Source: an optimization exercise on an open RTL-to-GDS flow (aim: small area). Production flows keep margins and buffers that such runs may drop.
At most, simulation tests tie the RTL to the original design; equivalence was not proved.
The RTL of runs 2 to 7 was laid out without a check of its function.
No activity file was given, so power comes from the tool's default toggle rates.

--- flow/run.sh ---
#!/bin/bash
# synth_recipe.tcl (not shown) runs the flow's synth.tcl, then flattens the netlist and writes it again
# the make line also repeats each setting of config.mk as NAME=value (left out here)
make -C /OpenROAD-flow-scripts/flow DESIGN_CONFIG=/design/flow/config.mk WORK_HOME=/design/flow/orfs CLKGATE_MAP_FILE= SYNTH_SCRIPT=/design/flow/synth_recipe.tcl finish
--- flow/config.mk ---
export PLATFORM = sky130hd
export DESIGN_NAME = MultTop_seq
export DESIGN_NICKNAME = MultTop_seq
export VERILOG_FILES = /design/flow/design.v
export SDC_FILE = /design/flow/constraint.sdc
export NUM_CORES = 4
export LEC_CHECK = 0
export CAP_MARGIN = 20
export CORE_MARGIN = 2
export CORE_UTILIZATION = 40
export SLEW_MARGIN = 20
--- flow/constraint.sdc ---
create_clock -name core_clock -period 10.0 [get_ports {clk}]
set_input_delay 2.0000 -clock core_clock [delete_from_list [all_inputs] [get_ports {clk}]]
set_output_delay 2.0000 -clock core_clock [all_outputs]
set_load 0.01 [all_outputs]
--- flow/design.v ---
`timescale 1ns / 1ps
module BCD_SEG(
    input wire [3:0] BCD, 
    output reg [7:0] s
);
    always @(*) begin
        case(BCD)
            0: s = 8'b0000_0011; 
            1: s = 8'b1001_1111;
            2: s = 8'b0010_0101;
            3: s = 8'b0000_1101;
            4: s = 8'b1001_1001;
            5: s = 8'b0100_1001;
            6: s = 8'b0100_0001;
            7: s = 8'b0001_1111;
            8: s = 8'b0000_0001;
            9: s = 8'b0000_1001;
            default s = 8'b0000_0000;
        endcase
end
endmodule
`timescale 1ns / 1ps
`default_nettype none
module Multi_Driver(
    input wire clk, 
    input wire reset, 
    input wire [15:0] sw,
    output reg [3:0] an,
    output reg [7:0] seg
    );
    wire [7:0] segValues [3:0]; 
    genvar i;
    generate 
        for(i = 0; i < 4; i = i + 1) begin
            BCD_SEG x(sw[3 + 4 * i:4 * i], segValues[i]); 
        end
    endgenerate
    parameter DELAY = 4095; 
    reg [11:0] count;  
    always @(posedge clk) begin
        if(count < (DELAY / 4)) begin
            an <= 4'b1110;
            seg <= segValues[0];
        end
        else if (count < (DELAY / 2)) begin
            an <= 4'b1101;
            seg <= segValues[1];
        end
        else if (count < ((3 * DELAY) / 4)) begin
            an <= 4'b1011;
            seg <= segValues[2];
        end
        else begin
            an <= 4'b0111;
            seg <= segValues[3];
        end
    end
    always @(posedge clk or posedge reset) begin
        if(reset) count <= 0;
        else count <= count + 1;
    end
endmodule
`timescale 1ns / 1ps
module COUNT_BCD(
    input wire clk,  
    input wire reset, 
    input wire en,  
    input wire [15:0] count, 
    output reg [19:0] BCD,
    output reg rdy
    );
    parameter IDLE = 0; 
    parameter SHIFT = 1;
    parameter ADD = 2;
    reg [15:0] count_p;  
    reg [4:0] shift_idx;  
    reg [1:0] state;  
    reg [19:0] BCD_temp;  
    always @(posedge clk or posedge reset) begin
        if(reset) begin
            BCD <= 0;
            rdy <= 0; 
            shift_idx <= 0; 
            count_p <= 0; 
            state <= IDLE;
        end
        else begin
            case(state)
                IDLE : begin  
                    if((count_p != count) && en) begin  
                        rdy <= 0;
                        BCD <= 0;  
                        count_p <= count;  
                        shift_idx <= 0;  
                        state <= SHIFT;  
                    end 
                    else state <= IDLE;  
                    rdy <= 0;  
                end
                SHIFT : begin  
                    BCD <= {BCD[18:0], count_p[15 - shift_idx]};  
                    shift_idx <= shift_idx + 1;  
                    state <= ADD;  
                    rdy <= 0;  
                end
                ADD : begin  
                    if(shift_idx == 16) begin
                        rdy <= 1;     
                        state <= IDLE;   
                    end
                    else begin  
                        BCD <= {(BCD[15:12] >= 5) ? BCD[15:12] + 4'd3 : BCD[15:12], 
                            (BCD[11:8] >= 5) ? BCD[11:8] + 4'd3 : BCD[11:8],
                            (BCD[7:4] >= 5) ? BCD[7:4] + 4'd3 : BCD[7:4],
                            (BCD[3:0] >= 5) ? BCD[3:0] + 4'd3 : BCD[3:0]}; 
                        state <= SHIFT;  
                        rdy <= 0;  
                    end
                end
            endcase             
        end
    end
endmodule
`timescale 1ns / 1ps
module Seq_Mult(
        input wire [7:0] A,
        input wire [7:0] B,
        input wire clk,
        input wire rst,
        input wire enable,
        output reg [15:0] res,
        output reg ready
    );
    parameter idle = 2'b00;
    parameter multiplying = 2'b01;
    parameter done = 2'b10;
    reg [1:0] state;
    reg [2:0] ns;
    reg [2:0] count;
    reg [15:0] temp_output;
    reg [15:0] Multiplier;
    reg [7:0] Multiplicand;
    always@(posedge clk) begin
        if(rst == 1) begin
            count <= 0;
            temp_output <= 0;
            res <= 0;
            ready <= 0;
            ns <= 0;
            Multiplier <= 0;
            Multiplicand <= 0;
        end
        else begin
        case(state)
            idle: begin
                count <= 0;
                temp_output <= 0;
                if(!enable)
                    ns <= idle;
                else 
                    ns <= multiplying;
                Multiplier[7:0] <= A;
                Multiplicand <= B;
                res <= res; 
                end
            multiplying: begin
                ready <= 0;
                if(Multiplicand[0])
                    temp_output = temp_output + Multiplier;
                Multiplier <= Multiplier << 1;
                Multiplicand <= {1'b0, Multiplicand[7:1]};
                if(count == 3'b111)
                    ns<=done;
                else begin
                    count <= count + 1;
                    ns <= multiplying;
                end
                end
            done: begin
                res <= temp_output;
                ready <= 1;
                count <= 0;
                temp_output <= 0;
                ns <= idle;
                Multiplier <= 0;
                Multiplicand <= 0;
                end
            default begin
                count <= 0;
                temp_output <= 0;
                res <= 0;
                ready <= 0;
                ns <= 0;
                Multiplier <= 0;
                Multiplicand <= 0;
            end
        endcase
        end
    end
    always@(negedge clk) begin
        if(rst) state <= 0; 
        else state <= ns;
    end
endmodule
`timescale 1ns / 1ps
module MultTop_seq(input wire clk, input wire reset, input wire m_enable, input wire [7:0] a, input wire [7:0] b, 
               output wire [3:0] an, output wire [7:0] seg);
    wire rdy;
    reg [15:0] latched_BCD;  
    wire [15:0] mult_out; 
    wire convert_en; 
    Seq_Mult SeqMultiplier(.A(a), .B(b), .rst(reset), .clk(clk), .enable(m_enable), .res(mult_out), .ready(convert_en));
    wire [19:0] BCD_out; 
    COUNT_BCD converter(.clk(clk), .en(convert_en), .reset(reset), .count(mult_out), .BCD(BCD_out), .rdy(rdy));
    always @(posedge clk or posedge reset) begin
        if(reset) begin
            latched_BCD <= 0;
        end
        else if(rdy) begin
            latched_BCD <= BCD_out[15:0]; 
        end
    end
    wire [3:0] md_an; wire [7:0] md_seg; 
    Multi_Driver MD(.clk(clk), .reset(reset), .sw(latched_BCD), .an(md_an), .seg(md_seg));
    assign an = md_an;
    assign seg = md_seg;
endmodule
==> out/metrics.csv, run 1 <==
stage;metric;value;unit
status;outcome;complete, no violations;
global_route;largest net degree at the start of global routing;69;
finish;synth-to-layout area growth;14.2;%
placement;DP Worst Slack;1.76;ns
power_and_ir_drop;peak supply drop;0.131;mV
timing;Final setup viols;0;
logic_synthesis;Syn Inst Count;795;
routing;Post-route DRC;0;
clock_network;CTS HTree Levels;4;
worst_setup_path;critical path peak fanout;22;
run;Max-Cap Viols;0;
finish;Finished Layout Cells;1084;
finish;share of cells above drive strength 1;11.7;%
clock_network;Setup Buffers After CTS;0;
routing;Avg WL per Cell;13.7;um
logic_synthesis;post-synthesis cell area;7720;um^2
timing;Final Hold Vio Count;0;
worst_setup_path;crit path buf inv count;1;
clock_network;cts hold-fix bufs;0;
placement;port bufs;30;
clock_network;Clock transition at path regs;0.07;ns
routing;DR vias/cell;5.23;
global_route;GRT Total Usage;15.6;%
routing;Initial DRT Pass Iterations;4;
worst_setup_path;WP data arrival;3.08;ns
floorplan;Die Wd;143;um
worst_setup_path;crit-path leading delay family;buffers and inverters;
worst_setup_path;cells along the critical path;clkdlybuf4s50_1, nor2b_1;
placement;Inst Count DP;1051;
worst_setup_path;crit start category;primary input;
worst_setup_path;Crit path largest cell delay;0.98;ns
logic_synthesis;synthesized flop and latch total;144;
timing;final worst slack;2.23;ns
clock_network;CTS Sinks;144;
routing;initial DRC count;260;
global_route;vias in the first global route;5267;
floorplan;Boundary Pins;31;
finish;fillcell total;1778;
routing;Vias;5669;
power_and_ir_drop;Final Total Pwr;1330;uW
floorplan;CORE AREA;18800;um^2
logic_synthesis;number of synthesized flops with an enable pin;0;
clock_network;clk buf depth;2;
timing;worst slew pin tran;0.955;ns
worst_setup_path;Worst R2R Setup Slack;2.70;ns
logic_synthesis;synth top area cells;dfrtp_1, dfxtp_1, ha_1, mux2_2, o21ai_0;
worst_setup_path;slowest CP cell;clkdlybuf4s50_1;
logic_synthesis;Synth Area per Inst;9.71;um^2
timing;RSZ-0062 raised after global routing;false;
global_route;first-pass GRT wire length;25.6;mm
power_and_ir_drop;Leakage;0.00358;uW
floorplan;Core Rows;50;
logic_synthesis;leading area contributor after synthesis;dfrtp_1;
worst_setup_path;CP Depth;2;
hold_path;WHS Endpoint;SeqMultiplier.Multiplicand[0];
logic_synthesis;top-area cell type share of the netlist area;22.0;%
finish;ANT cells;0;
hold_path;Worst Hold Class;reg2reg;
floorplan;starting density of the core;41.0;%
routing;Final ANT Viol Nets;0;
logic_synthesis;post-synthesis sequential area ratio;41.7;%
clock_network;clock latency on the worst-skew pair;0.45;ns
timing;clock skew;0.0297;ns
worst_setup_path;worst r2r src;SeqMultiplier.state[1];
logic_synthesis;synth unique cells;71;
timing;relative slew slack;36.3;%
global_route;antenna violations before repair;0;
placement;hpwl dp;10.3;mm
timing;Max Slew Vio Count;0;
floorplan;Die Span Y;143;um
finish;final core utilization;46.8;%
worst_setup_path;FF-to-FF End;SeqMultiplier.temp_output[15];
clock_network;post-cts sizing count;0;
global_route;total congestion overflow;0;
worst_setup_path;CP Class;in2reg;
power_and_ir_drop;power density over the cells;150;nW/um^2
clock_network;CTS tree;built;
worst_setup_path;R2R cell count;5;
worst_setup_path;CP required;5.31;ns
logic_synthesis;Main synth FF type;dfxtp_1;
routing;final wirelength;14.9;mm
worst_setup_path;CP endpoint kind;flop;
hold_path;Hold Crit Start;SeqMultiplier.Multiplicand[1];
placement;routability cong.;0.818;
logic_synthesis;YS warnings;5;
hold_path;hold path depth;1;
clock_network;Clk Tree Root Cell;clkbuf_16;
logic_synthesis;Synthesized Nets;867;
clock_network;Inserted Clock Buffers;17;
floorplan;DIE AREA;20400;um^2
logic_synthesis;post-synthesis async set-or-reset flop share;47.2;%
finish;Final nets;883;
timing;Setup TNS;0;ns
-- cells in the mapped netlist, drive strengths merged, types with 5 or more instances --
cell type  count
nor2b          8
buf            7
and2           5
o22ai          7
nand3         25
mux2          27
nor4           5
and3           5
xnor2         18
nand2         73
xor2          25
a22o          25
nor3           9
or3            7
o31ai          5
dfrtp         68
ha            52
a21oi         49
dfxtp         76
a31oi          9
clkbuf        30
a22oi          8
inv           38
nor2          40
nand2b        18
o21ai         59
nand3b        19
a211oi         6
mux2i         18
-- cell type report --
| cell class | instances | area (um^2) | area share (%) |
|---|---|---|---|
| sequential | 144 | 3220 | 36.5 |
| clock buffer | 20 | 479 | 5.43 |
| multi-input combinational | 576 | 4190 | 47.5 |
| clock inverter | 14 | 141 | 1.60 |
| tap | 260 | 325 | 3.69 |
| timing repair buffer | 33 | 323 | 3.66 |
| inverter | 37 | 139 | 1.57 |
-- metrics by stage --
| step | cell area (um^2) | hold WS, ns |
|---|---|---|
| 3_3_place_gp | 8200 | 0.430 |
| 3_5_place_dp | 8200 | 0.435 |
| 5_1_grt | 8820 | 0.466 |
| 2_1_floorplan | 7720 | 0.426 |
| 6_report | 8820 | 0.449 |
| 4_1_cts | 8820 | 0.452 |
-- cells in the final DEF, fill, tap and decap left out, drive strengths merged, types with 18 or more instances in the layout --
master	count
inv	48
dfrtp	68
nand3	25
xnor2	18
a21oi	49
mux2	27
xor2	25
dfxtp	76
clkdlybuf4s50	30
o21ai	59
nor2	40
nand3b	19
a22o	25
nand2	73
clkbuf	20
nand2b	18
mux2i	18
ha	52
-- worst max path at each step --
stage	startpoint	to	slack (ns)
floorplan	reset	SeqMultiplier.state[0]	2.56
global placement	reset	SeqMultiplier.state[0]	1.76
detailed placement	reset	SeqMultiplier.state[1]	1.76
CTS	reset	SeqMultiplier.state[0]	2.23
global route	reset	SeqMultiplier.state[0]	2.17
finish	reset	SeqMultiplier.state[1]	2.23
-- power by group --
group | switching [uW] | total, uW | leakage, uW | internal (uW)
combinational | 30.9 | 62.4 | 0.00173 | 31.5
clock | 275 | 659 | 0.000314 | 384
sequential | 14.6 | 606 | 0.00153 | 592
-- kinds of logic after synthesis --
group                    synth area share (%)
AND/OR/NAND/NOR                          16.2
AO/OA/AOI/OAI                            17.2
flip-flops                               41.7
buffers and inverters                    4.05
adder cells (fa/ha/maj)                  8.69
multiplexers                             7.19
XOR/XNOR                                 4.88
-- flip-flops by register name, indices dropped and copies added, names as in the netlist --
name / count
MD.count: 12
converter.state: 2
SeqMultiplier.state: 2
converter.shift_idx: 5
SeqMultiplier.Multiplicand: 8
MD.an: 4
MD.seg: 8
SeqMultiplier.count: 3
SeqMultiplier.ns: 2
SeqMultiplier.ready: 1
SeqMultiplier.Multiplier: 16
SeqMultiplier.temp_output: 16
converter.count_p: 16
latched_BCD: 16
converter.rdy: 1
converter.BCD: 16
SeqMultiplier.res: 16
-- metal layers --
metal | wire length [um] | share of wire, % | vias up | global-route usage [%]
li1 | - | - | 2879 | -
met1 | 7620 | 51 | 2695 | 21.4
met2 | 6690 | 45 | 83 | 24.0
met3 | 406 | 2.7 | 12 | 3.72
met4 | 169 | 1.1 | 0 | 5.78
met5 | 0 | 0 | - | 0
==> run 2, diff against run 1 <==
==> flow/design.v (replaced) <==
`timescale 1ns / 1ps
module MultTop_seq(input wire clk, input wire reset, input wire m_enable,
                   input wire [7:0] a, input wire [7:0] b,
                   output wire [3:0] an, output wire [7:0] seg);
    reg  [3:0]  mc;
    reg         rv;       
    reg  [7:0]  ar;       
    reg  [15:0] p;        
    wire m_idle = (mc == 4'd0);
    wire m_done = (mc == 4'd9);
    wire m_first = (mc == 4'd1);
    wire [8:0] sum = {1'b0, p[15:8]} + (p[0] ? ar : 8'd0);
    reg  [5:0]  cnt;
    reg  [15:0] cp;       
    reg  [15:0] w;        
    reg         pl;       
    reg  [15:0] ld;       
    wire c_idle = (cnt == 6'd0) | (cnt == 6'd33);
    wire diff = (p != cp);
    wire cp_load = m_idle & rv & diff & (c_idle | (m_enable & (cnt == 6'd32)));
    wire start = c_idle & rv & (m_first | diff);
    wire step = (cnt[5:4] == 2'b01);
    wire first_step = step & (cnt[3:0] == 4'd0);
    wire sbit = cp[~cnt[3:0]];
    wire [15:0] wi = first_step ? 16'd0 : w;
    function [3:0] add3(input [3:0] d);
        add3 = (d >= 4'd5) ? d + 4'd3 : d;
    endfunction
    wire [15:0] wa = {add3(wi[15:12]), add3(wi[11:8]), add3(wi[7:4]), add3(wi[3:0])};
    always @(posedge clk) begin
        if (reset) mc <= 4'd0;
        else if (m_idle) mc <= {3'd0, m_enable};
        else if (m_done) mc <= 4'd0;
        else mc <= mc + 4'd1;
    end
    always @(posedge clk) begin
        if (reset) rv <= 1'b0;
        else if (m_done) rv <= 1'b1;
        else if (m_first) rv <= 1'b0;
        else if (m_idle & m_enable) rv <= rv & diff & (cnt == 6'd32);
    end
    always @(posedge clk) begin
        if (m_idle) begin
            ar <= a;
            if (m_enable) p <= {8'd0, b};
        end else if (!m_done) begin
            p <= {sum, p[7:1]};
        end
    end
    always @(posedge clk or posedge reset) begin
        if (reset) cnt <= 6'd0;
        else if (c_idle) cnt <= {5'd0, start};
        else cnt <= cnt + 6'd1;
    end
    always @(posedge clk or posedge reset) begin
        if (reset) cp <= 16'd0;
        else if (cp_load) cp <= p;
    end
    always @(posedge clk) begin
        if (step) w <= {wa[14:0], sbit};
    end
    always @(posedge clk) begin
        if (reset) pl <= 1'b0;
        else pl <= (cnt == 6'd33);
    end
    always @(posedge clk) begin
        if (reset) ld <= 16'd0;
        else if (pl) ld <= w;
    end
    reg [11:0] dc;        
    reg [1:0]  sel;       
    always @(posedge clk or posedge reset) begin
        if (reset) dc <= 12'd0;
        else dc <= dc + 12'd1;
    end
    wire wrap = &dc[9:0];
    always @(posedge clk) begin
        sel <= dc[11:10] + {1'b0, wrap & ~(&dc[11:10])};
    end
    reg [3:0] digit;
    always @(*) begin
        case (sel)
            2'd0: digit = ld[3:0];
            2'd1: digit = ld[7:4];
            2'd2: digit = ld[11:8];
            default: digit = ld[15:12];
        endcase
    end
    reg [7:0] s;
    always @(*) begin
        case (digit)
            4'd0: s = 8'b0000_0011;
            4'd1: s = 8'b1001_1111;
            4'd2: s = 8'b0010_0101;
            4'd3: s = 8'b0000_1101;
            4'd4: s = 8'b1001_1001;
            4'd5: s = 8'b0100_1001;
            4'd6: s = 8'b0100_0001;
            4'd7: s = 8'b0001_1111;
            4'd8: s = 8'b0000_0001;
            4'd9: s = 8'b0000_1001;
            default: s = 8'b0000_0000;
        endcase
    end
    assign seg = s;
    assign an = ~(4'd1 << sel);
endmodule
==> out/metrics.csv, run 2 <==
stage;metric;value;unit
timing;WHS;0.470;ns
clock_network;CTS tree;built;
routing;initial DRC count;213;
logic_synthesis;post-synthesis sequential area ratio;47.9;%
global_route;first-pass GRT wire length;16.0;mm
routing;final wirelength;9.49;mm
finish;Final nets;538;
floorplan;Core Rows;42;
global_route;total congestion overflow;0;
clock_network;clock latency on the worst-skew pair;0.35;ns
logic_synthesis;Main synth FF type;edfxtp_1;
placement;routability cong.;0.764;
placement;hpwl dp;6.84;mm
routing;Initial DRT Pass Iterations;4;
floorplan;DIE AREA;14200;um^2
timing;Final setup viols;0;
timing;max frequency;214;MHz
clock_network;CTS Sinks;98;
finish;commonest non-fill, non-tap cells in the layout;nor2_1, edfxtp_1, nand2_1, dfrtp_1, clkdlybuf4s50_1;
clock_network;clk buf depth;2;
floorplan;starting density of the core;40.4;%
timing;final worst slack;5.32;ns
clock_network;CTS HTree Levels;3;
logic_synthesis;synthesized flop and latch total;98;
routing;DR vias/cell;5.08;
hold_path;WHS Endpoint;dc[7];
routing;Post-route DRC;0;
worst_setup_path;worst r2r src;cnt[0];
logic_synthesis;Commonest cells post-synth;nor2_1, edfxtp_1, dfrtp_1, nand2_1, a21oi_1;
power_and_ir_drop;Leakage;0.00244;uW
timing;relative slew slack;37.4;%
worst_setup_path;CP required;8.00;ns
run;Max-Cap Viols;0;
placement;port bufs;30;
routing;Vias;3431;
floorplan;Die Span Y;119;um
timing;RSZ-0062 raised after global routing;false;
finish;share of cells above drive strength 1;13.2;%
hold_path;Hold Crit Start;dc[7];
placement;DP Worst Slack;5.66;ns
routing;Avg WL per Cell;14.1;um
logic_synthesis;top-area cell type share of the netlist area;22.7;%
worst_setup_path;Worst R2R Setup Slack;7.45;ns
floorplan;Die Wd;119;um
timing;period utilization;46.8;%
clock_network;post-cts sizing count;0;
global_route;antenna violations before repair;0;
logic_synthesis;Synthesized Nets;513;
timing;clock skew;0.00474;ns
logic_synthesis;synth top area cells;edfxtp_1, dfrtp_1, dfxtp_1, ha_1, mux4_2;
timing;Max Slew Vio Count;0;
timing;Setup TNS;0;ns
finish;fillcell total;1197;
logic_synthesis;Synth Area per Inst;11.3;um^2
clock_network;Inserted Clock Buffers;9;
global_route;vias in the first global route;3298;
floorplan;Boundary Pins;31;
worst_setup_path;CP endpoint kind;output port;
worst_setup_path;CP Class;reg2out;
worst_setup_path;R2R cell count;9;
logic_synthesis;count leader, synth;nor2_1;
timing;worst slew pin tran;0.938;ns
hold_path;hold path depth;1;
clock_network;cts hold-fix bufs;0;
global_route;GRT Total Usage;14.1;%
status;outcome;complete, no violations;
power_and_ir_drop;peak supply drop;0.113;mV
floorplan;CORE AREA;13100;um^2
power_and_ir_drop;power density over the cells;246;nW/um^2
global_route;largest net degree at the start of global routing;36;
logic_synthesis;Syn Inst Count;469;
timing;Final Hold Vio Count;0;
worst_setup_path;FF-to-FF End;w[6];
worst_setup_path;WP data arrival;2.68;ns
finish;synth-to-layout area growth;13.7;%
logic_synthesis;leading area contributor after synthesis;edfxtp_1;
logic_synthesis;post-synthesis cell area;5290;um^2
worst_setup_path;Crit. Startpoint;sel[0];
clock_network;Clock transition at path regs;0.07;ns
worst_setup_path;crit start category;flop;
logic_synthesis;synth unique cells;51;
routing;Final ANT Viol Nets;0;
logic_synthesis;number of synthesized flops with an enable pin;40;
finish;ANT cells;0;
hold_path;Worst Hold Class;reg2reg;
logic_synthesis;YS warnings;1;
logic_synthesis;post-synthesis async set-or-reset flop share;34.7;%
finish;most common cell after layout, fill and taps aside;nor2_1;
clock_network;Setup Buffers After CTS;0;
clock_network;Clk Tree Root Cell;clkbuf_16;
worst_setup_path;critical path peak fanout;9;
timing;post-layout minimum cycle time;4.68;ns
-- run 2: cell count changes after synthesis, sizes merged, moves of 8 or more --
cell,before,now
dfrtp,68,34
a21oi,49,28
and2,5,14
inv,38,14
clkbuf,30,11
ha,52,24
a22oi,8,0
edfxtp,0,40
a22o,25,0
nand2,73,34
o21ai,59,14
nand3,25,9
nand3b,19,3
dfxtp,76,24
-- run 2: cells by family after synthesis --
family	share of synthesized area [%]
AND/OR/NAND/NOR	15.1
flip-flops	47.9
AO/OA/AOI/OAI	8.00
multiplexers	13.9
XOR/XNOR	5.80
buffers and inverters	3.22
adder cells (fa/ha/maj)	6.06
-- run 2: layout make-up --
| class | instances | area [um^2] | share of cell area, % |
|---|---|---|---|
| tap | 176 | 220 | 3.66 |
| inverter | 15 | 56.3 | 0.937 |
| clock buffer | 11 | 233 | 3.87 |
| multi-input combinational | 337 | 2580 | 43.0 |
| clock inverter | 5 | 62.6 | 1.04 |
| sequential | 98 | 2530 | 42.1 |
| timing repair buffer | 33 | 323 | 5.37 |
-- run 2: worst max-delay path, cell delays in order, from the launching register on --
cell	delay, ns
dfxtp_1	0.56
mux4_2	0.62
ha_1	0.31
nand2b_1	0.14
a21oi_1	0.15
clkdlybuf4s50_1	0.55
-- run 2: worst max path at each step --
stage | depth (start not counted) | endpoint | slack, ns
6_report | 5 | seg[4] | 5.32
5_1_grt | 5 | seg[4] | 5.14
4_1_cts | 5 | seg[4] | 5.28
3_5_place_dp | 5 | seg[4] | 5.66
3_3_place_gp | 5 | seg[4] | 5.72
2_1_floorplan | 5 | seg[4] | 6.31
-- run 2: report_power, final --
group | internal, uW | total, uW | switching [uW]
clock | 197 | 353 | 156
combinational | 240 | 449 | 209
sequential | 547 | 678 | 131
total | 984 | 1480 | 496
-- run 2: metrics by stage --
stage               cells  power [uW]  cell area, um^2  util [%]
global placement      659        1110             5720      43.7
detailed placement    659        1140             5720      43.7
finish                675        1480             6010      45.9
CTS                   675        1490             6010      45.9
global route          675        1580             6010      45.9
floorplan             469        1030             5290         -
-- run 2: routing by layer --
metal | track usage (%) | wire, um | vias up
met5 | 0 | 0 | -
met4 | 5.65 | 208 | 0
li1 | - | - | 1716
met2 | 21.8 | 4270 | 53
met1 | 19.2 | 4750 | 1644
met3 | 3.16 | 255 | 18
==> run 3, diff against run 2 <==
--- a/flow/config.mk
+++ b/flow/config.mk
@@ -5,6 +5,7 @@
 export SDC_FILE = /design/flow/constraint.sdc
 export NUM_CORES = 4
 export LEC_CHECK = 0
+export ABC_AREA = 1
 export CAP_MARGIN = 20
 export CORE_MARGIN = 2
 export CORE_UTILIZATION = 40
==> out/metrics.csv, run 3 <==
stage;metric;value;unit
global_route;met2 Use GR;25.6;%
worst_setup_path;crit start category;flop;
logic_synthesis;post-synthesis cell area;5340;um^2
finish;Final nets;693;
logic_synthesis;compound-cell area share of the yosys netlist;14.1;%
logic_synthesis;synth unique cells;46;
floorplan;DIE AREA;14300;um^2
floorplan;Die Span Y;120;um
timing;relative slew slack;35.8;%
clock_network;clk buf depth;2;
power_and_ir_drop;Pint;965;uW
global_route;vias in the first global route;3912;
worst_setup_path;worst r2r src;cnt[0];
power_and_ir_drop;peak supply drop;0.109;mV
logic_synthesis;Synth Area in Simple Gates;20.5;%
global_route;met1 Track Usage GR;18.6;%
finish;share of cells above drive strength 1;8.87;%
clock_network;Setup Buffers After CTS;0;
floorplan;CORE AREA;13100;um^2
power_and_ir_drop;clock power share;21.6;%
finish;ANT cells;0;
routing;Final ANT Viol Nets;0;
clock_network;clock latency on the worst-skew pair;0.35;ns
worst_setup_path;critical path peak fanout;6;
placement;routability cong.;0.827;
worst_setup_path;CP Class;reg2out;
global_route;met3 usage;3.80;%
hold_path;Hold Crit Start;dc[0];
floorplan;Core Rows;42;
routing;final wirelength;10.1;mm
clock_network;CTS tree;built;
finish;Finished Layout Cells;830;
logic_synthesis;top-area cell type share of the netlist area;22.5;%
worst_setup_path;CP required;8.00;ns
timing;post-layout minimum cycle time;4.47;ns
timing;Final Hold Vio Count;0;
floorplan;Die Wd;120;um
logic_synthesis;synthesized flop and latch total;98;
global_route;total congestion overflow;0;
routing;Initial DRT Pass Iterations;6;
routing;initial DRC count;276;
clock_network;Clock transition at path regs;0.07;ns
power_and_ir_drop;Comb pwr share;34.4;%
clock_network;post-cts sizing count;0;
timing;Final setup viols;0;
clock_network;cts hold-fix bufs;0;
routing;DR vias/cell;4.87;
logic_synthesis;number of synthesized flops with an enable pin;40;
routing;Avg WL per Cell;12.2;um
finish;synth-to-layout area growth;12.9;%
timing;max frequency;224;MHz
global_route;first-pass GRT wire length;17.5;mm
logic_synthesis;largest family of logic cells by synthesized area;simple AND/OR/NAND/NOR gates;
global_route;GRT Total Usage;15.2;%
finish;most common cell after layout, fill and taps aside;nand2_1;
timing;RSZ-0062 raised after global routing;false;
logic_synthesis;Main synth FF type;edfxtp_1;
logic_synthesis;Post-Synth XOR/XNOR Area;2.79;%
routing;Vias;4043;
logic_synthesis;leading area contributor after synthesis;edfxtp_1;
logic_synthesis;mux share of post-synthesis cell area;0;%
logic_synthesis;Synthesized Nets;667;
floorplan;Boundary Pins;31;
power_and_ir_drop;switching power;597;uW
placement;Inst Count DP;814;
timing;Setup TNS;0;ns
logic_synthesis;count leader, synth;nand2_1;
logic_synthesis;synth top area cells;edfxtp_1, dfrtp_1, nand2_1, dfxtp_1, inv_1;
logic_synthesis;Syn Inst Count;623;
logic_synthesis;YS warnings;1;
worst_setup_path;CP endpoint kind;output port;
worst_setup_path;FF-to-FF End;w[14];
clock_network;CTS HTree Levels;3;
worst_setup_path;Worst R2R Setup Slack;7.10;ns
logic_synthesis;post-synthesis async set-or-reset flop share;34.7;%
power_and_ir_drop;Leakage;0.00279;uW
logic_synthesis;Commonest cells post-synth;nand2_1, inv_1, nor2_1, o21ai_0, edfxtp_1;
timing;WHS;0.460;ns
power_and_ir_drop;power density over the cells;259;nW/um^2
timing;worst slew pin tran;0.962;ns
timing;clock skew;0.00782;ns
timing;period utilization;44.7;%
clock_network;CTS Sinks;98;
global_route;largest net degree at the start of global routing;52;
logic_synthesis;Synth Area per Inst;8.58;um^2
timing;Max Slew Vio Count;0;
worst_setup_path;R2R cell count;11;
logic_synthesis;post-synthesis sequential area ratio;47.4;%
placement;hpwl dp;7.20;mm
hold_path;WHS Endpoint;dc[0];
clock_network;Inserted Clock Buffers;9;
hold_path;hold path depth;1;
finish;commonest non-fill, non-tap cells in the layout;nand2_1, inv_1, nor2_1, o21ai_0, edfxtp_1;
logic_synthesis;synthesized-area fraction occupied by adder cells;5.99;%
hold_path;Worst Hold Class;reg2reg;
clock_network;Clk Tree Root Cell;clkbuf_16;
placement;port bufs;30;
power_and_ir_drop;register share of total power;44.0;%
status;outcome;complete, no violations;
worst_setup_path;WP data arrival;2.47;ns
run;Max-Cap Viols;0;
routing;Post-route DRC;0;
power_and_ir_drop;Net Sw Frac;38.2;%
floorplan;starting density of the core;40.7;%
global_route;grt peak-use layer;met2;
global_route;antenna violations before repair;0;
-- run 3: cells by family after synthesis --
family / after synthesis
compound gates: 127
simple gates: 244
fa+ha+maj: 25
xor+xnor: 17
buf+inv: 112
flops: 98
-- run 3: power groups by stage --
stage / registers, uW / logic [uW] / clock network [uW]
6_report: 688 / 537 / 337
5_1_grt: 707 / 626 / 364
4_1_cts: 687 / 544 / 349
3_5_place_dp: 695 / 542 / 0
3_3_place_gp: 692 / 522 / 0
2_1_floorplan: 643 / 475 / 0
-- run 3: worst max path at each step --
| stage | start | endpoint | cells past startpoint | slack (ns) |
|---|---|---|---|---|
| finish | sel[1] | seg[3] | 10 | 5.53 |
| CTS | sel[1] | seg[3] | 10 | 5.53 |
| floorplan | reset | ld[10] | 4 | 6.29 |
| global placement | sel[0] | seg[3] | 10 | 5.99 |
| global route | sel[0] | seg[6] | 9 | 5.36 |
| detailed placement | sel[1] | seg[3] | 10 | 5.91 |
-- run 3: critical path, cell delays in order, from the launching register on --
cell	delay, ns
dfxtp_1	0.40
inv_1	0.09
nand2_1	0.11
o22ai_1	0.09
a21oi_1	0.12
nand2_1	0.14
inv_1	0.13
ha_1	0.18
a21oi_1	0.08
a211oi_1	0.21
clkdlybuf4s50_1	0.56
-- run 3: routing by layer --
metal / routed length, um / vias to the layer above
met2: 4890 / 71
li1: - / 2091
met4: 152 / 0
met1: 4720 / 1871
met5: 0 / -
met3: 345 / 10
-- run 3: per-stage QoR --
step	setup WS [ns]	utilization [%]	power (uW)	cell area [um^2]
floorplan	6.29	-	1120	5340
global placement	5.99	43.7	1210	5740
detailed placement	5.91	43.7	1240	5740
CTS	5.53	45.9	1580	6030
global route	5.36	45.9	1700	6030
finish	5.53	45.9	1560	6030
-- run 3: final cells by class --
type,count,area [um^2]
inverter,96,362
sequential,98,2530
tap,176,220
timing repair buffer,31,308
clock inverter,5,37.5
multi-input combinational,413,2320
fill,1285,7100
clock buffer,11,254
==> run 4, diff against run 3 <==
--- a/flow/config.mk
+++ b/flow/config.mk
@@ -5,8 +5,8 @@
 export SDC_FILE = /design/flow/constraint.sdc
 export NUM_CORES = 4
 export LEC_CHECK = 0
-export ABC_AREA = 1
 export CAP_MARGIN = 20
 export CORE_MARGIN = 2
 export CORE_UTILIZATION = 40
+export CTS_BUF_LIST = sky130_fd_sc_hd__clkbuf_8
 export SLEW_MARGIN = 20
==> out/metrics.csv, run 4 <==
stage;metric;value;unit
routing;DR vias/cell;5.08;
worst_setup_path;Crit path largest cell delay;0.62;ns
global_route;largest net degree at the start of global routing;36;
finish;most common cell after layout, fill and taps aside;nor2_1;
logic_synthesis;compound-cell area share of the yosys netlist;8.00;%
global_route;GRT Total Usage;14.0;%
logic_synthesis;Main synth FF type;edfxtp_1;
floorplan;starting density of the core;40.4;%
timing;post-layout minimum cycle time;4.71;ns
clock_network;clk buf depth;2;
global_route;total congestion overflow;0;
placement;hpwl dp;6.84;mm
routing;Post-route DRC;0;
logic_synthesis;mux share of post-synthesis cell area;13.9;%
floorplan;Die Span Y;119;um
timing;clock skew;0.00844;ns
logic_synthesis;Post-Synth XOR/XNOR Area;5.80;%
floorplan;Core Rows;42;
power_and_ir_drop;Leakage;0.00241;uW
worst_setup_path;Worst R2R Setup Slack;7.45;ns
worst_setup_path;critical path peak fanout;9;
routing;Initial DRT Pass Iterations;4;
timing;Final setup viols;0;
power_and_ir_drop;switching power;483;uW
floorplan;CORE AREA;13100;um^2
hold_path;WHS Endpoint;dc[7];
placement;port bufs;30;
worst_setup_path;FF-to-FF End;w[6];
power_and_ir_drop;peak supply drop;0.0953;mV
logic_synthesis;leading area contributor after synthesis;edfxtp_1;
logic_synthesis;YS warnings;1;
logic_synthesis;synthesized-area fraction occupied by adder cells;6.06;%
timing;relative slew slack;37.4;%
clock_network;CTS tree;built;
global_route;antenna violations before repair;0;
logic_synthesis;largest family of logic cells by synthesized area;simple AND/OR/NAND/NOR gates;
hold_path;hold path depth;1;
finish;commonest non-fill, non-tap cells in the layout;nor2_1, edfxtp_1, nand2_1, dfrtp_1, clkdlybuf4s50_1;
routing;Avg WL per Cell;14.0;um
logic_synthesis;synthesized flop and latch total;98;
finish;Final nets;538;
logic_synthesis;count leader, synth;nor2_1;
worst_setup_path;WP data arrival;2.71;ns
timing;max frequency;212;MHz
placement;DP Worst Slack;5.66;ns
logic_synthesis;post-synthesis cell area;5290;um^2
worst_setup_path;worst r2r src;cnt[0];
logic_synthesis;post-synthesis sequential area ratio;47.9;%
floorplan;Boundary Pins;31;
floorplan;Die Wd;119;um
global_route;first-pass GRT wire length;15.9;mm
timing;RSZ-0062 raised after global routing;false;
finish;ANT cells;0;
timing;Final Hold Vio Count;0;
logic_synthesis;Synth Area per Inst;11.3;um^2
floorplan;DIE AREA;14200;um^2
worst_setup_path;crit start category;flop;
timing;Setup TNS;0;ns
timing;worst slew pin tran;0.938;ns
status;outcome;complete, no violations;
run;Max-Cap Viols;0;
logic_synthesis;synth top area cells;edfxtp_1, dfrtp_1, dfxtp_1, ha_1, mux4_2;
logic_synthesis;post-synthesis async set-or-reset flop share;34.7;%
logic_synthesis;Syn Inst Count;469;
logic_synthesis;Synth Area in Simple Gates;15.1;%
finish;synth-to-layout area growth;11.8;%
logic_synthesis;Commonest cells post-synth;nor2_1, edfxtp_1, dfrtp_1, nand2_1, a21oi_1;
power_and_ir_drop;register share of total power;48.9;%
worst_setup_path;CP required;8.00;ns
clock_network;post-cts sizing count;0;
routing;initial DRC count;146;
routing;final wirelength;9.44;mm
hold_path;Worst Hold Class;reg2reg;
clock_network;CTS Sinks;98;
worst_setup_path;CP Class;reg2out;
routing;Vias;3426;
power_and_ir_drop;Pint;903;uW
clock_network;Clock transition at path regs;0.10;ns
global_route;vias in the first global route;3279;
logic_synthesis;number of synthesized flops with an enable pin;40;
power_and_ir_drop;Net Sw Frac;34.9;%
timing;Max Slew Vio Count;0;
worst_setup_path;cells along the critical path;mux4_2, ha_1, nand2b_1, a21oi_1, clkdlybuf4s50_1;
clock_network;Setup Buffers After CTS;0;
placement;routability cong.;0.764;
logic_synthesis;Synthesized Nets;513;
global_route;met1 Track Usage GR;18.9;%
clock_network;CTS HTree Levels;3;
global_route;met3 usage;2.44;%
worst_setup_path;R2R cell count;9;
logic_synthesis;top-area cell type share of the netlist area;22.7;%
worst_setup_path;CP endpoint kind;output port;
power_and_ir_drop;clock power share;18.8;%
finish;share of cells above drive strength 1;13.2;%
logic_synthesis;synth unique cells;51;
clock_network;Clk Tree Root Cell;clkbuf_8;
global_route;met2 Use GR;22.2;%
hold_path;Hold Crit Start;dc[7];
clock_network;clock latency on the worst-skew pair;0.37;ns
worst_setup_path;slowest CP cell;mux4_2;
routing;Final ANT Viol Nets;0;
timing;period utilization;47.1;%
power_and_ir_drop;Comb pwr share;32.4;%
power_and_ir_drop;power density over the cells;235;nW/um^2
clock_network;Inserted Clock Buffers;9;
global_route;grt peak-use layer;met2;
clock_network;cts hold-fix bufs;0;
timing;final worst slack;5.29;ns
[run 4: power by group through the flow]
stage / Sequential (uW) / Combinational [uW] / Clock (uW)
final: 678 / 449 / 260
after global routing: 697 / 503 / 285
after global placement: 682 / 433 / 0
after floorplan: 621 / 404 / 0
after CTS: 678 / 452 / 273
after detailed placement: 687 / 449 / 0
[run 4: cell type report]
| cell class | instances | area (um^2) |
|---|---|---|
| Multi-Input combinational cell | 337 | 2580 |
| Inverter | 15 | 56.3 |
| Fill cell | 1213 | 7180 |
| Timing Repair Buffer | 33 | 323 |
| Clock inverter | 7 | 70.1 |
| Clock buffer | 9 | 124 |
| Tap cell | 176 | 220 |
| Sequential cell | 98 | 2530 |
[run 4: per-stage QoR]
step	area (um^2)	util, %	std cells	total power (uW)	hold slack (ns)
2_1_floorplan	5290	-	469	1030	0.441
3_3_place_gp	5720	43.7	659	1110	0.460
3_5_place_dp	5720	43.7	659	1140	0.461
4_1_cts	5910	45.2	675	1400	0.475
5_1_grt	5910	45.2	675	1490	0.481
6_report	5910	45.2	675	1390	0.472
[run 4: critical path: cells and delay by family, from the launching register on]
family,cells,cell delay (ns)
AO/OA/AOI/OAI,1,0.15
adder cells (fa/ha/maj),1,0.31
buffers and inverters,1,0.55
flip-flops,1,0.57
multiplexers,1,0.62
AND/OR/NAND/NOR,1,0.14
[run 4: routing by layer]
| layer | share of wire, % | wire (um) |
|---|---|---|
| met1 | 50 | 4700 |
| met2 | 46 | 4320 |
| met3 | 3.0 | 279 |
| met4 | 1.5 | 145 |
| met5 | 0 | 0 |
[run 4: cell families after synthesis]
| kind of cell | after synthesis |
|---|---|
| multiplexers | 54 |
| adder cells (fa/ha/maj) | 25 |
| flip-flops | 98 |
| buffers and inverters | 34 |
| AND/OR/NAND/NOR | 154 |
| XOR/XNOR | 35 |
| AO/OA/AOI/OAI | 69 |
[run 4: worst max path at each step]
stage | from | endpoint | slack (ns) | cells past startpoint
2_1_floorplan | sel[0] | seg[4] | 6.31 | 5
3_3_place_gp | sel[0] | seg[4] | 5.72 | 5
3_5_place_dp | sel[0] | seg[4] | 5.66 | 5
4_1_cts | sel[0] | seg[4] | 5.23 | 5
5_1_grt | sel[0] | seg[4] | 5.09 | 5
6_report | sel[0] | seg[4] | 5.29 | 5
==> run 5, diff against run 4 <==
--- a/flow/config.mk
+++ b/flow/config.mk
@@ -9,4 +9,6 @@
 export CORE_MARGIN = 2
 export CORE_UTILIZATION = 40
 export CTS_BUF_LIST = sky130_fd_sc_hd__clkbuf_8
+export CTS_CLUSTER_DIAMETER = 200
+export CTS_CLUSTER_SIZE = 50
 export SLEW_MARGIN = 20
==> out/metrics.csv, run 5 <==
stage;metric;value;unit
power_and_ir_drop;power density over the cells;235;nW/um^2
floorplan;starting density of the core;40.4;%
worst_setup_path;FF-to-FF End;w[6];
floorplan;Die Wd;119;um
logic_synthesis;count leader, synth;nor2_1;
timing;WHS;0.472;ns
worst_setup_path;critical path peak fanout;9;
finish;most common cell after layout, fill and taps aside;nor2_1;
finish;Final nets;538;
clock_network;Clock transition at path regs;0.10;ns
finish;ANT cells;0;
power_and_ir_drop;Leakage;0.00241;uW
global_route;met3 usage;2.44;%
clock_network;Setup Buffers After CTS;0;
floorplan;CORE AREA;13100;um^2
placement;DP Worst Slack;5.66;ns
logic_synthesis;Commonest cells post-synth;nor2_1, edfxtp_1, dfrtp_1, nand2_1, a21oi_1;
timing;Max Slew Vio Count;0;
placement;Inst Count DP;659;
hold_path;hold path depth;1;
worst_setup_path;slowest CP cell;mux4_2;
logic_synthesis;post-synthesis cell area;5290;um^2
logic_synthesis;number of synthesized flops with an enable pin;40;
timing;RSZ-0062 raised after global routing;false;
global_route;GRT Total Usage;14.0;%
worst_setup_path;Worst R2R Setup Slack;7.45;ns
global_route;total congestion overflow;0;
timing;final worst slack;5.29;ns
clock_network;CTS Sinks;98;
logic_synthesis;post-synthesis sequential area ratio;47.9;%
finish;commonest non-fill, non-tap cells in the layout;nor2_1, edfxtp_1, nand2_1, dfrtp_1, clkdlybuf4s50_1;
placement;routability cong.;0.764;
logic_synthesis;Main synth FF type;edfxtp_1;
timing;relative slew slack;37.4;%
logic_synthesis;Post-Synth XOR/XNOR Area;5.80;%
worst_setup_path;Crit path largest cell delay;0.62;ns
logic_synthesis;Synthesized Nets;513;
run;Max-Cap Viols;0;
routing;Post-route DRC;0;
timing;Final Hold Vio Count;0;
logic_synthesis;mux share of post-synthesis cell area;13.9;%
global_route;grt peak-use layer;met2;
clock_network;Inserted Clock Buffers;9;
placement;hpwl dp;6.84;mm
logic_synthesis;synthesized flop and latch total;98;
worst_setup_path;WP data arrival;2.71;ns
logic_synthesis;synth top area cells;edfxtp_1, dfrtp_1, dfxtp_1, ha_1, mux4_2;
clock_network;cts hold-fix bufs;0;
timing;Final setup viols;0;
logic_synthesis;Synth Area in Simple Gates;15.1;%
timing;post-layout minimum cycle time;4.71;ns
routing;final wirelength;9.44;mm
clock_network;CTS tree;built;
timing;worst slew pin tran;0.938;ns
floorplan;Die Span Y;119;um
logic_synthesis;Synth Area per Inst;11.3;um^2
power_and_ir_drop;peak supply drop;0.0953;mV
routing;Final ANT Viol Nets;0;
finish;share of cells above drive strength 1;13.2;%
worst_setup_path;CP required;8.00;ns
global_route;first-pass GRT wire length;15.9;mm
clock_network;CTS HTree Levels;3;
logic_synthesis;largest family of logic cells by synthesized area;simple AND/OR/NAND/NOR gates;
logic_synthesis;post-synthesis async set-or-reset flop share;34.7;%
global_route;largest net degree at the start of global routing;36;
floorplan;Core Rows;42;
worst_setup_path;R2R cell count;9;
finish;synth-to-layout area growth;11.8;%
timing;max frequency;212;MHz
floorplan;DIE AREA;14200;um^2
logic_synthesis;Syn Inst Count;469;
global_route;met2 Use GR;22.2;%
worst_setup_path;CP endpoint kind;output port;
finish;Finished Layout Cells;675;
logic_synthesis;synthesized-area fraction occupied by adder cells;6.06;%
placement;port bufs;30;
routing;Initial DRT Pass Iterations;4;
logic_synthesis;synth unique cells;51;
global_route;antenna violations before repair;0;
status;outcome;complete, no violations;
clock_network;post-cts sizing count;0;
routing;Avg WL per Cell;14.0;um
worst_setup_path;crit start category;flop;
routing;DR vias/cell;5.08;
routing;Vias;3426;
global_route;vias in the first global route;3279;
worst_setup_path;CP Class;reg2out;
hold_path;Worst Hold Class;reg2reg;
routing;initial DRC count;146;
worst_setup_path;cells along the critical path;mux4_2, ha_1, nand2b_1, a21oi_1, clkdlybuf4s50_1;
hold_path;Hold Crit Start;dc[7];
timing;Setup TNS;0;ns
timing;clock skew;0.00844;ns
clock_network;clk buf depth;2;
hold_path;WHS Endpoint;dc[7];
floorplan;Boundary Pins;31;
logic_synthesis;YS warnings;1;
timing;period utilization;47.1;%
logic_synthesis;top-area cell type share of the netlist area;22.7;%
clock_network;Clk Tree Root Cell;clkbuf_8;
logic_synthesis;compound-cell area share of the yosys netlist;8.00;%
logic_synthesis;leading area contributor after synthesis;edfxtp_1;
global_route;met1 Track Usage GR;18.9;%
worst_setup_path;worst r2r src;cnt[0];
clock_network;clock latency on the worst-skew pair;0.37;ns
-- run 5: per-stage QoR --
step	util (%)	area, um^2	power (uW)
2_1_floorplan	-	5290	1030
3_3_place_gp	43.7	5720	1110
3_5_place_dp	43.7	5720	1140
4_1_cts	45.2	5910	1400
5_1_grt	45.2	5910	1490
6_report	45.2	5910	1390
-- run 5: worst max path at each step --
stage / end / start / cells after the start / slack (ns)
floorplan: seg[4] / sel[0] / 5 / 6.31
global placement: seg[4] / sel[0] / 5 / 5.72
global route: seg[4] / sel[0] / 5 / 5.09
finish: seg[4] / sel[0] / 5 / 5.29
detailed placement: seg[4] / sel[0] / 5 / 5.66
CTS: seg[4] / sel[0] / 5 / 5.23
-- run 5: worst max-delay path: cells and delay by family, from the launching register on --
family / cells / cell delay [ns]
AOI/OAI and AO/OA: 1 / 0.15
muxes: 1 / 0.62
DFF: 1 / 0.57
and+or+nand+nor: 1 / 0.14
buffers and inverters: 1 / 0.55
adders and majority gates: 1 / 0.31
-- run 5: cell families (layout without fill, tap and decap cells) --
kind of cell / count (synthesis) / count (layout)
buf+inv: 34 / 64
xor+xnor: 35 / 35
flops: 98 / 98
compound gates: 69 / 69
fa+ha+maj: 25 / 25
mux: 54 / 54
simple gates: 154 / 154
-- run 5: where the power goes --
group          internal, uW  leakage (uW)  switching, uW
Clock                   116      0.000104            144
Combinational           240       0.00127            209
Sequential              547       0.00103            131
Total                   903       0.00241            483
-- run 5: layout make-up --
class,instances,area (um^2)
Fill cell,1213,7180
Tap cell,176,220
Sequential cell,98,2530
Timing Repair Buffer,33,323
Clock buffer,9,124
Multi-Input combinational cell,337,2580
Inverter,15,56.3
Clock inverter,7,70.1
-- run 5: layer usage --
metal | vias to the layer above | part of all wire [%]
met1 | 1648 | 50
met4 | 0 | 1.5
li1 | 1719 | -
met5 | - | 0
met3 | 11 | 3.0
met2 | 48 | 46
==> run 6, diff against run 5 <==
--- a/flow/config.mk
+++ b/flow/config.mk
@@ -8,7 +8,6 @@
 export CAP_MARGIN = 20
 export CORE_MARGIN = 2
 export CORE_UTILIZATION = 40
-export CTS_BUF_LIST = sky130_fd_sc_hd__clkbuf_8
-export CTS_CLUSTER_DIAMETER = 200
-export CTS_CLUSTER_SIZE = 50
+export CTS_BUF_LIST = sky130_fd_sc_hd__clkbuf_4 sky130_fd_sc_hd__clkbuf_8
+export CTS_CLUSTER_SIZE = 10
 export SLEW_MARGIN = 20
==> out/metrics.csv, run 6 <==
stage;metric;value;unit
worst_setup_path;Crit. Startpoint;sel[0];
logic_synthesis;YS warnings;1;
placement;hpwl dp;6.84;mm
clock_network;Inserted Clock Buffers;9;
floorplan;DIE AREA;14200;um^2
hold_path;Worst Hold Class;reg2reg;
logic_synthesis;synthesized-area fraction occupied by adder cells;6.06;%
logic_synthesis;Syn Inst Count;469;
logic_synthesis;Main synth FF type;edfxtp_1;
finish;Finished Cell Area;5920;um^2
hold_path;WHS Endpoint;dc[7];
clock_network;CTS Sinks;98;
routing;Vias;3418;
floorplan;Core Rows;42;
clock_network;post-cts sizing count;0;
timing;RSZ-0062 raised after global routing;false;
routing;final wirelength;9.43;mm
worst_setup_path;FF-to-FF End;w[6];
global_route;antenna violations before repair;0;
timing;period utilization;47.1;%
logic_synthesis;Commonest cells post-synth;nor2_1, edfxtp_1, dfrtp_1, nand2_1, a21oi_1;
logic_synthesis;synth top area cells;edfxtp_1, dfrtp_1, dfxtp_1, ha_1, mux4_2;
routing;Avg WL per Cell;14.0;um
floorplan;Die Span Y;119;um
logic_synthesis;Synth Area in Simple Gates;15.1;%
worst_setup_path;crit start category;flop;
finish;synth-to-layout area growth;11.9;%
logic_synthesis;post-synthesis async set-or-reset flop share;34.7;%
placement;routability cong.;0.764;
worst_setup_path;R2R cell count;9;
logic_synthesis;post-synthesis sequential area ratio;47.9;%
logic_synthesis;post-synthesis cell area;5290;um^2
logic_synthesis;synthesized flop and latch total;98;
worst_setup_path;worst r2r src;cnt[0];
logic_synthesis;Synth Area per Inst;11.3;um^2
timing;worst slew pin tran;0.937;ns
logic_synthesis;top-area cell type share of the netlist area;22.7;%
global_route;first-pass GRT wire length;15.9;mm
clock_network;cts hold-fix bufs;0;
placement;placed inst area;5720;um^2
worst_setup_path;CP Depth;5;
floorplan;Boundary Pins;31;
hold_path;hold path depth;1;
global_route;total congestion overflow;0;
placement;port bufs;30;
logic_synthesis;largest family of logic cells by synthesized area;simple AND/OR/NAND/NOR gates;
finish;most common cell after layout, fill and taps aside;nor2_1;
logic_synthesis;number of synthesized flops with an enable pin;40;
floorplan;CORE AREA;13100;um^2
worst_setup_path;CP required;8.00;ns
logic_synthesis;leading area contributor after synthesis;edfxtp_1;
finish;share of cells above drive strength 1;13.6;%
timing;max frequency;212;MHz
global_route;largest net degree at the start of global routing;36;
routing;Final ANT Viol Nets;0;
logic_synthesis;count leader, synth;nor2_1;
global_route;GRT Total Usage;14.0;%
logic_synthesis;synth unique cells;51;
timing;clock skew;0.00740;ns
worst_setup_path;crit path buf inv count;1;
worst_setup_path;slowest CP cell;mux4_2;
worst_setup_path;cells along the critical path;mux4_2, ha_1, nand2b_1, a21oi_1, clkdlybuf4s50_1;
finish;ANT cells;0;
routing;Initial DRT Pass Iterations;4;
worst_setup_path;critical path peak fanout;9;
timing;WHS;0.473;ns
worst_setup_path;CP endpoint kind;output port;
worst_setup_path;WP data arrival;2.71;ns
worst_setup_path;Worst R2R Setup Slack;7.45;ns
clock_network;clock latency on the worst-skew pair;0.37;ns
finish;Final nets;538;
routing;initial DRC count;143;
status;outcome;complete, no violations;
logic_synthesis;mux share of post-synthesis cell area;13.9;%
floorplan;Die Wd;119;um
finish;fillcell total;1208;
routing;DR vias/cell;5.06;
worst_setup_path;CP Class;reg2out;
global_route;vias in the first global route;3282;
clock_network;clk buf depth;2;
worst_setup_path;crit-path leading delay family;multiplexers;
logic_synthesis;Synthesized Nets;513;
logic_synthesis;compound-cell area share of the yosys netlist;8.00;%
timing;relative slew slack;37.4;%
timing;Setup TNS;0;ns
finish;final core utilization;45.2;%
logic_synthesis;Post-Synth XOR/XNOR Area;5.80;%
clock_network;Clk Tree Root Cell;clkbuf_8;
finish;commonest non-fill, non-tap cells in the layout;nor2_1, edfxtp_1, nand2_1, dfrtp_1, clkdlybuf4s50_1;
timing;Max Slew Vio Count;0;
clock_network;Setup Buffers After CTS;0;
timing;Final Hold Vio Count;0;
timing;Final setup viols;0;
power_and_ir_drop;peak supply drop;0.122;mV
routing;Post-route DRC;0;
clock_network;CTS tree;built;
power_and_ir_drop;power density over the cells;236;nW/um^2
clock_network;CTS HTree Levels;3;
hold_path;Hold Crit Start;dc[7];
run;Max-Cap Viols;0;
power_and_ir_drop;Leakage;0.00240;uW
timing;post-layout minimum cycle time;4.71;ns
worst_setup_path;Crit path largest cell delay;0.62;ns
clock_network;Clock transition at path regs;0.10;ns
floorplan;starting density of the core;40.4;%
==> run 6: cell counts after synthesis <==
Identical to the previous run, type by type.
==> run 6: how the worst max path moves through the flow <==
stage / endpoint / slack, ns
6_report: seg[4] / 5.29
2_1_floorplan: seg[4] / 6.31
4_1_cts: seg[4] / 5.23
5_1_grt: seg[4] / 5.09
3_5_place_dp: seg[4] / 5.66
3_3_place_gp: seg[4] / 5.72
==> run 6: metrics by stage <==
step / cells / setup WS, ns / total power, uW
5_1_grt: 675 / 5.09 / 1490
3_3_place_gp: 659 / 5.72 / 1110
3_5_place_dp: 659 / 5.66 / 1140
2_1_floorplan: 469 / 6.31 / 1030
6_report: 675 / 5.29 / 1390
4_1_cts: 675 / 5.23 / 1410
==> run 6: power by group <==
group          internal, uW  switching, uW  total, uW
clock                   124            144        268
combinational           240            209        449
sequential              547            131        677
total                   911            483       1390
==> run 6: logic make-up after synthesis <==
| group | after synthesis |
|---|---|
| fa+ha+maj | 25 |
| flops | 98 |
| simple gates | 154 |
| compound gates | 69 |
| xor+xnor | 35 |
| mux | 54 |
| buf+inv | 34 |
==> run 6: final cells by class <==
class,count,area [um^2],area share [%]
timing repair buffer,33,323,5.46
clock buffer,11,139,2.35
multi-input combinational,337,2580,43.7
clock inverter,5,62.6,1.06
inverter,15,56.3,0.952
sequential,98,2530,42.8
tap,176,220,3.72
==> run 6: per-layer routing <==
layer	part of all wire, %	GRT usage (%)	up-vias
met5	0	0	-
met4	1.9	6.03	0
met3	2.6	2.44	14
met2	46	22.2	47
met1	50	18.9	1641
li1	-	-	1716
==> run 7, diff against run 6 <==
--- a/flow/config.mk
+++ b/flow/config.mk
@@ -8,6 +8,7 @@
 export CAP_MARGIN = 20
 export CORE_MARGIN = 2
 export CORE_UTILIZATION = 40
-export CTS_BUF_LIST = sky130_fd_sc_hd__clkbuf_4 sky130_fd_sc_hd__clkbuf_8
-export CTS_CLUSTER_SIZE = 10
+export CTS_BUF_LIST = sky130_fd_sc_hd__clkbuf_16
+export CTS_CLUSTER_DIAMETER = 300
+export CTS_CLUSTER_SIZE = 100
 export SLEW_MARGIN = 20
==> out/metrics.csv, run 7 <==
stage;metric;value;unit
floorplan;Core Rows;42;
finish;synth-to-layout area growth;13.7;%
power_and_ir_drop;peak supply drop;0.113;mV
placement;hpwl dp;6.84;mm
logic_synthesis;YS warnings;1;
clock_network;cts hold-fix bufs;0;
timing;period utilization;46.8;%
power_and_ir_drop;register share of total power;45.9;%
global_route;largest net degree at the start of global routing;36;
floorplan;starting density of the core;40.4;%
clock_network;Clock transition at path regs;0.07;ns
logic_synthesis;Synthesized Nets;513;
clock_network;clock latency on the worst-skew pair;0.35;ns
worst_setup_path;Crit. Startpoint;sel[0];
logic_synthesis;count leader, synth;nor2_1;
global_route;GRT Total Usage;14.1;%
floorplan;Die Wd;119;um
logic_synthesis;synthesized flop and latch total;98;
floorplan;DIE AREA;14200;um^2
timing;max frequency;214;MHz
worst_setup_path;critical path peak fanout;9;
timing;RSZ-0062 raised after global routing;false;
routing;Final ANT Viol Nets;0;
floorplan;CORE AREA;13100;um^2
worst_setup_path;FF-to-FF End;w[6];
logic_synthesis;leading area contributor after synthesis;edfxtp_1;
timing;worst slew pin tran;0.938;ns
logic_synthesis;synth unique cells;51;
logic_synthesis;synthesized-area fraction occupied by adder cells;6.06;%
worst_setup_path;Worst R2R Setup Slack;7.45;ns
routing;Vias;3429;
logic_synthesis;top-area cell type share of the netlist area;22.7;%
clock_network;CTS tree;built;
logic_synthesis;largest family of logic cells by synthesized area;simple AND/OR/NAND/NOR gates;
logic_synthesis;mux share of post-synthesis cell area;13.9;%
timing;clock skew;0.00491;ns
worst_setup_path;R2R cell count;9;
logic_synthesis;number of synthesized flops with an enable pin;40;
logic_synthesis;post-synthesis cell area;5290;um^2
worst_setup_path;crit start category;flop;
clock_network;CTS Sinks;98;
finish;Final nets;538;
power_and_ir_drop;switching power;495;uW
logic_synthesis;post-synthesis sequential area ratio;47.9;%
global_route;total congestion overflow;0;
global_route;antenna violations before repair;0;
logic_synthesis;Main synth FF type;edfxtp_1;
finish;share of cells above drive strength 1;13.2;%
logic_synthesis;Synth Area per Inst;11.3;um^2
clock_network;Inserted Clock Buffers;9;
power_and_ir_drop;Pint;982;uW
power_and_ir_drop;clock power share;23.7;%
worst_setup_path;CP required;8.00;ns
logic_synthesis;compound-cell area share of the yosys netlist;8.00;%
logic_synthesis;Commonest cells post-synth;nor2_1, edfxtp_1, dfrtp_1, nand2_1, a21oi_1;
placement;routability cong.;0.764;
routing;initial DRC count;221;
power_and_ir_drop;Comb pwr share;30.4;%
floorplan;Die Span Y;119;um
logic_synthesis;Post-Synth XOR/XNOR Area;5.80;%
logic_synthesis;synth top area cells;edfxtp_1, dfrtp_1, dfxtp_1, ha_1, mux4_2;
worst_setup_path;WP data arrival;2.68;ns
routing;Post-route DRC;0;
clock_network;clk buf depth;2;
placement;port bufs;30;
global_route;vias in the first global route;3298;
finish;Finished Cell Area;6010;um^2
run;Max-Cap Viols;0;
timing;Max Slew Vio Count;0;
placement;placed inst area;5720;um^2
worst_setup_path;worst r2r src;cnt[0];
timing;post-layout minimum cycle time;4.68;ns
status;outcome;complete, no violations;
hold_path;Worst Hold Class;reg2reg;
clock_network;Clk Tree Root Cell;clkbuf_16;
logic_synthesis;Syn Inst Count;469;
worst_setup_path;CP endpoint kind;output port;
clock_network;Setup Buffers After CTS;0;
finish;most common cell after layout, fill and taps aside;nor2_1;
power_and_ir_drop;power density over the cells;246;nW/um^2
global_route;first-pass GRT wire length;16.0;mm
clock_network;CTS HTree Levels;3;
finish;commonest non-fill, non-tap cells in the layout;nor2_1, edfxtp_1, nand2_1, dfrtp_1, clkdlybuf4s50_1;
timing;relative slew slack;37.4;%
clock_network;post-cts sizing count;0;
worst_setup_path;Worst Setup EP;seg[4];
finish;ANT cells;0;
routing;DR vias/cell;5.08;
floorplan;Boundary Pins;31;
routing;Initial DRT Pass Iterations;4;
routing;final wirelength;9.47;mm
logic_synthesis;Synth Area in Simple Gates;15.1;%
finish;fillcell total;1197;
power_and_ir_drop;Leakage;0.00245;uW
timing;Setup TNS;0;ns
timing;Final setup viols;0;
worst_setup_path;CP Class;reg2out;
logic_synthesis;post-synthesis async set-or-reset flop share;34.7;%
power_and_ir_drop;Net Sw Frac;33.5;%
timing;Final Hold Vio Count;0;
routing;Avg WL per Cell;14.0;um
run 7: area by class of cell:
cell class	count	area, um^2	area share, %
repair buffers	33	323	5.37
inverters	15	56.3	0.937
well taps	176	220	3.66
clock inverters	7	70.1	1.17
multi-input cells	337	2580	43.0
flip-flops and latches	98	2530	42.1
clock buffers	9	225	3.75
run 7: worst min-delay path by stage:
| stage | from | endpoint | cells after the start |
|---|---|---|---|
| 4_1_cts | dc[7] | dc[7] | 1 |
| 6_report | dc[7] | dc[7] | 1 |
| 2_1_floorplan | dc[7] | dc[7] | 1 |
| 3_3_place_gp | dc[7] | dc[7] | 1 |
| 5_1_grt | dc[7] | dc[7] | 1 |
| 3_5_place_dp | dc[7] | dc[7] | 1 |
run 7: power by group through the flow:
stage	sequential, uW	clock, uW	combinational (uW)
3_5_place_dp	687	0	449
6_report	678	351	449
2_1_floorplan	621	0	404
3_3_place_gp	682	0	433
5_1_grt	698	375	504
4_1_cts	679	361	452
run 7: metrics by stage:
step	instances	hold slack (ns)	util, %	setup slack [ns]	power, uW
5_1_grt	675	0.476	45.9	5.14	1580
3_3_place_gp	659	0.460	43.7	5.72	1110
6_report	675	0.470	45.9	5.32	1480
4_1_cts	675	0.471	45.9	5.28	1490
3_5_place_dp	659	0.461	43.7	5.66	1140
2_1_floorplan	469	0.441	-	6.31	1030
run 7: layer usage:
metal,global-route usage (%),routed length [um],up-vias
met3,3.16,266,18
met5,0,0,-
met1,19.2,4720,1640
met2,21.8,4280,55
met4,5.65,201,0
li1,-,-,1716
run 7: kinds of logic (layout without fill, tap and decap cells):
logic type | Yosys count | count (layout)
simple gates | 154 | 154
flops | 98 | 98
compound gates | 69 | 69
mux | 54 | 54
xor+xnor | 35 | 35
buf+inv | 34 | 64
fa+ha+maj | 25 | 25
run 7: critical path, cell delays in order (launching register included):
cell,delay [ns]
dfxtp_1,0.56
mux4_2,0.62
ha_1,0.31
nand2b_1,0.14
a21oi_1,0.15
clkdlybuf4s50_1,0.55

## port drivers added, routing unchanged
The results above use ideal ports. As a check the final layouts listed here were re-extracted and re-timed, cells and wires unchanged. Step 1, drivers: a clkbuf_16 drives clk and a buf_2 each remaining input, both assumed. Step 2 moves the port delays by t, midway between the first and last clock arrival at a register: inputs arrive t later, outputs are due t later. That takes back most of the time a late clock gives input paths. a / b / c = ideal / step 1 / step 2; a / b = the first two.
run | shift t [ns] | slack for setup (ns) | worst slew at a driven data input, ns | cell pins on the clock port's net
run 2 | 0.381 | 5.322 / 5.287 / 5.667 | 0.03 | 1
run 3 | 0.387 | 5.532 / 5.492 / 5.878 | 0.03 | 1
run 4 | 0.402 | 5.285 / 5.253 / 5.655 | 0.03 | 1
run 5 | 0.402 | 5.285 / 5.253 / 5.655 | 0.03 | 1
run 6 | 0.403 | 5.285 / 5.253 / 5.655 | 0.03 | 1
run 7 | 0.380 | 5.322 / 5.287 / 5.667 | 0.03 | 1
After both steps setup and hold are still met in every run listed.
